Source: an optimization exercise on an open RTL-to-GDS flow (aim: small area, a short achievable clock period and few clock cycles per item). Production flows keep margins and buffers that such runs may drop. In this exercise RTL edits were held to simulation tests only and were not proved equivalent to the original. Power is estimated from default activity; no workload was simulated.

== v39 ==
==> flow/design.v <==
module Divider(CLK, CS, WE, SN, AD, DI, DO, DONE);
    input CLK;
    input CS;
    input WE;
    input SN;
    input AD;
    input [17:0] DI;
    output DONE;
    output [17:0] DO;
    reg [17:0] R;        
    reg [18:0] D;        
    reg [17:0] Q;        
    reg [4:0]  K;        
    reg [4:0]  L;        
    reg        busy;
    reg        first;
    reg        neg_quo;
    reg        neg_rem;
    function [4:0] lzc;
        input [17:0] x;
        integer i;
        begin
            lzc = 5'd18;
            for (i = 0; i < 18; i = i + 1)
                if (x[i]) lzc = 5'd17 - i;
        end
    endfunction
    wire        wr_n = CS & WE & ~AD;
    wire        wr_d = CS & WE & AD;
    wire        neg_in = SN & DI[17];
    wire        di_zero = (DI == 18'd0);
    wire        neg_q_in = neg_quo ^ neg_in;
    wire [17:0] por;
    genvar m;
    generate for (m = 0; m < 18; m = m + 1) begin : po
        if (m == 0) begin : z
            assign por[m] = 1'b0;
        end else begin : o
            assign por[m] = |DI[m-1:0];
        end
    end endgenerate
    wire [17:0] nmag = DI ^ ({18{~neg_in}} & por);
    wire [4:0]  lz_in = lzc(~nmag);              
    wire [4:0]  kk = K - L;
    wire        q_zero = first & (K < L);        
    wire        align = first & (K > L);
    wire        step = busy & ~first | first & (K == L);
    wire        pre = first & neg_quo;           
    wire [18:0] a = {neg_rem & R[17], R};
    wire [18:0] sg [0:5];
    wire [18:0] sp [0:5];
    assign sg[0] = a & D;
    assign sp[0] = a ^ D;
    genvar l, i;
    generate for (l = 0; l < 5; l = l + 1) begin : lv
        for (i = 0; i < 19; i = i + 1) begin : b
            if ((i >> l) & 1) begin : m
                localparam integer j = ((i >> l) << l) - 1;
                assign sg[l+1][i] = sg[l][i] | (sp[l][i] & sg[l][j]);
                assign sp[l+1][i] = sp[l][i] & sp[l][j];
            end else begin : t
                assign sg[l+1][i] = sg[l][i];
                assign sp[l+1][i] = sp[l][i];
            end
        end
    end endgenerate
    wire [17:0] cy = {sg[5][16:0] | (sp[5][16:0] & {17{neg_rem}}), neg_rem};
    wire [17:0] sum = sp[0][17:0] ^ cy;
    wire        sign0 = sp[0][18] ^ sg[5][17];   
    wire        c = sign0 ^ ~neg_rem;            
    assign DONE = ~busy | q_zero;
    assign DO = AD ? R : Q ^ {18{neg_quo}};
    wire [37:0] dsh = {D, {19{neg_rem}}} << kk;
    always @(posedge CLK) begin
        if (wr_n)
            R <= DI;
        else if ((step | pre) & c)
            R <= sum;
        if (wr_d)
            D <= {1'b1, nmag} ^ {19{neg_rem}};
        else if (align)
            D <= dsh[37:19];
        else
            D <= {D[18], D[18:1]};
        if (wr_d)
            Q <= {{17{di_zero | neg_q_in}}, di_zero ^ neg_q_in};
        else if (step)
            Q <= {Q[16:0] & ~{17{pre & c}}, c ^ pre};
        else if (align)
            Q <= 18'd0;
        if (wr_n)
            L <= di_zero ? 5'd18 : lz_in;
        if (wr_d)
            K <= lz_in;
        else if (first)
            K <= kk;
        else
            K <= K - 5'd1;
        if (wr_d) begin
            busy <= ~di_zero;
            first <= ~di_zero;
        end
        else begin
            if (q_zero | step & (first | (K == 5'd0))) busy <= 1'b0;
            first <= 1'b0;
        end
        if (wr_n) begin
            neg_quo <= neg_in;
            neg_rem <= neg_in;
        end
        else if (wr_d)
            neg_quo <= neg_q_in;
    end
endmodule
Settings: LEC_CHECK=0, ABC_AREA=1, CAP_MARGIN=20, CORE_MARGIN=2, CORE_UTILIZATION=60, PLACE_DENSITY=0.7, SETUP_SLACK_MARGIN=1.7, SLEW_MARGIN=20; clock period 5.0 ns.
standard.sh (not shown) runs the stock make flow with config.mk's settings and CLKGATE_MAP_FILE= SYNTH_SCRIPT=/design/flow/synth_recipe.tcl, a recipe that flattens the netlist after the stock synthesis.
==> flow/flow/run.sh <==
#!/bin/bash
# The standard layout (the standard.sh, unchanged synthesis and steps),
# with the port buffers that buffer_ports inserts made plain buf_2 cells
# instead of the delay buffers it picks by default.
set -euo pipefail
export BUFFER_PORTS_ARGS="-buffer_cell sky130_fd_sc_hd__buf_2"
bash standard.sh > standard.log 2>&1
Testbench counts of v39, summed over its fixed seeds: cycles 10,107, items 2,400.
## Diff of input files: v46 against v39
- clearing ABC_AREA, which used to be 1
- swapping 1.7 for 1.5 in SETUP_SLACK_MARGIN
[summary]
- Looking at chip height, v46 sits above v39.
- v39 -> v46: combinational gate power increased by more than 10%
- v39 has a higher clock network fraction of design power than v46.
- Max pin count of the biggest net entering global routing across v46 and v39: v46
- Comparing v46 and v39, the higher worst hold slack is on v46.
- v46 has count of cells along the worst hold path below what v39 had.
- v46 vs. v39: worst path setup slack after routing went down by 0.18 ns.
- v46 -> v39: synthesis-stage register bit count delta 0, exact match
diff inputs: v46 => v34
- an added ABC_CLOCK_PERIOD_IN_PS of 3500
- an added CTS_BUF_LIST of sky130_fd_sc_hd__clkbuf_16
- an added CTS_CLUSTER_SIZE of 40
- an added CTS_CLUSTER_DIAMETER of 150
[summary]
Row global routing usage on met2: v34 higher / v46 lower
The global routing met3 resource utilization of v34 exceeds that of v46 by 0.79 points.
On fraction of final layout cells with drive strength greater than 1, v34 and v46 are neck and neck.
Final cell area: v34 above v46
The estimated power of v34 ends up higher than the estimate for v46.
Against v46, v34 comes in 0.89 points higher on portion of the clock cycle consumed by the worst path in the final layout.
Diff v46 -> v34 | total routing resource utilization after global routing | increase of 0.34 points
Count of clock-buffer cells in the layout: v34 < v46
v34 vs. v46: total number of cells along the worst setup path closely matched the old numbers, register fraction of the total cell area decreased by 0.36 points relative to the old numbers, wire length increased by 1.1% relative to the old numbers.
--- input diff v34..v24 ---
- CTS_CLUSTER_SIZE: 40 -> unset
- CTS_BUF_LIST: sky130_fd_sc_hd__clkbuf_16 -> unset
- SETUP_SLACK_MARGIN: 1.5 -> 2.0
- CTS_CLUSTER_DIAMETER: 150 -> unset
- ABC_CLOCK_PERIOD_IN_PS: 3500 -> unset
Notes after the runs:
- v24 | status: complete | timing, DRC, antenna: pass
- Measured against each other, v24 and v34 differ in fraction of met2 tracks used by global routing, the lower figure coming from v34.
- Taking v34 over v24, the net load switching power ratio works out to 0.946.
- Clock distribution power in v24 vs v34: down about 34%
- Relative to v34, time the final worst path needs with I/O delays and setup has decreased by 0.33 ns in v24.
- Compared with v34, v24 shows latest clock arrival within the worst-skew pair higher by 0.03 ns.
- Taking v34 as the reference point, the number of buffers inserted by post-CTS setup repair of v24 rises by 5.
- Compared with v34, v24 shows a global-route usage that is 1.6 points higher.
- Comparing v24 against v34, there is no change at all in count of endpoints failing setup in the final report.
- Per the comparison of v24 with v34, number of DRC markers in iteration 0 went up by 130; worst setup slack went up by 0.33 ns.

[port drivers added, routing unchanged]
No port has a modelled driver above. Below, the same layouts with a new extraction and two added sets of constraints. Step 1 (the two cells are an assumption about what drives the block):
set clk [get_ports {CLK}]
set_driving_cell -lib_cell sky130_fd_sc_hd__clkbuf_16 $clk
set_driving_cell -lib_cell sky130_fd_sc_hd__buf_2 [delete_from_list [all_inputs] $clk]
Step 2 moves the port delays by t, midway between the first and last clock arrival at a register: inputs arrive t later, outputs are due t later. That takes back most of the time a late clock gives input paths. Three values: ideal, step 1, step 2; two values: the first two.
run	t (ns)	slack for setup (ns)	worst setup path after step 2	latest minus earliest clock arrival (ns)
v39	0.384	1.858 / 1.858 / 1.588	input to register	0.011 / 0.011
v46	0.372	1.682 / 1.682 / 1.358	input to register	0.014 / 0.015
v34	0.372	1.638 / 1.638 / 1.348	input to register	0.010 / 0.010
v24	0.405	1.969 / 1.956 / 1.741	input to register	0.009 / 0.008
After both steps every run listed still meets setup and hold. The setup slack of v46, which loses most, moves by 0.000 ns with the drivers and by -0.324 ns with both steps.
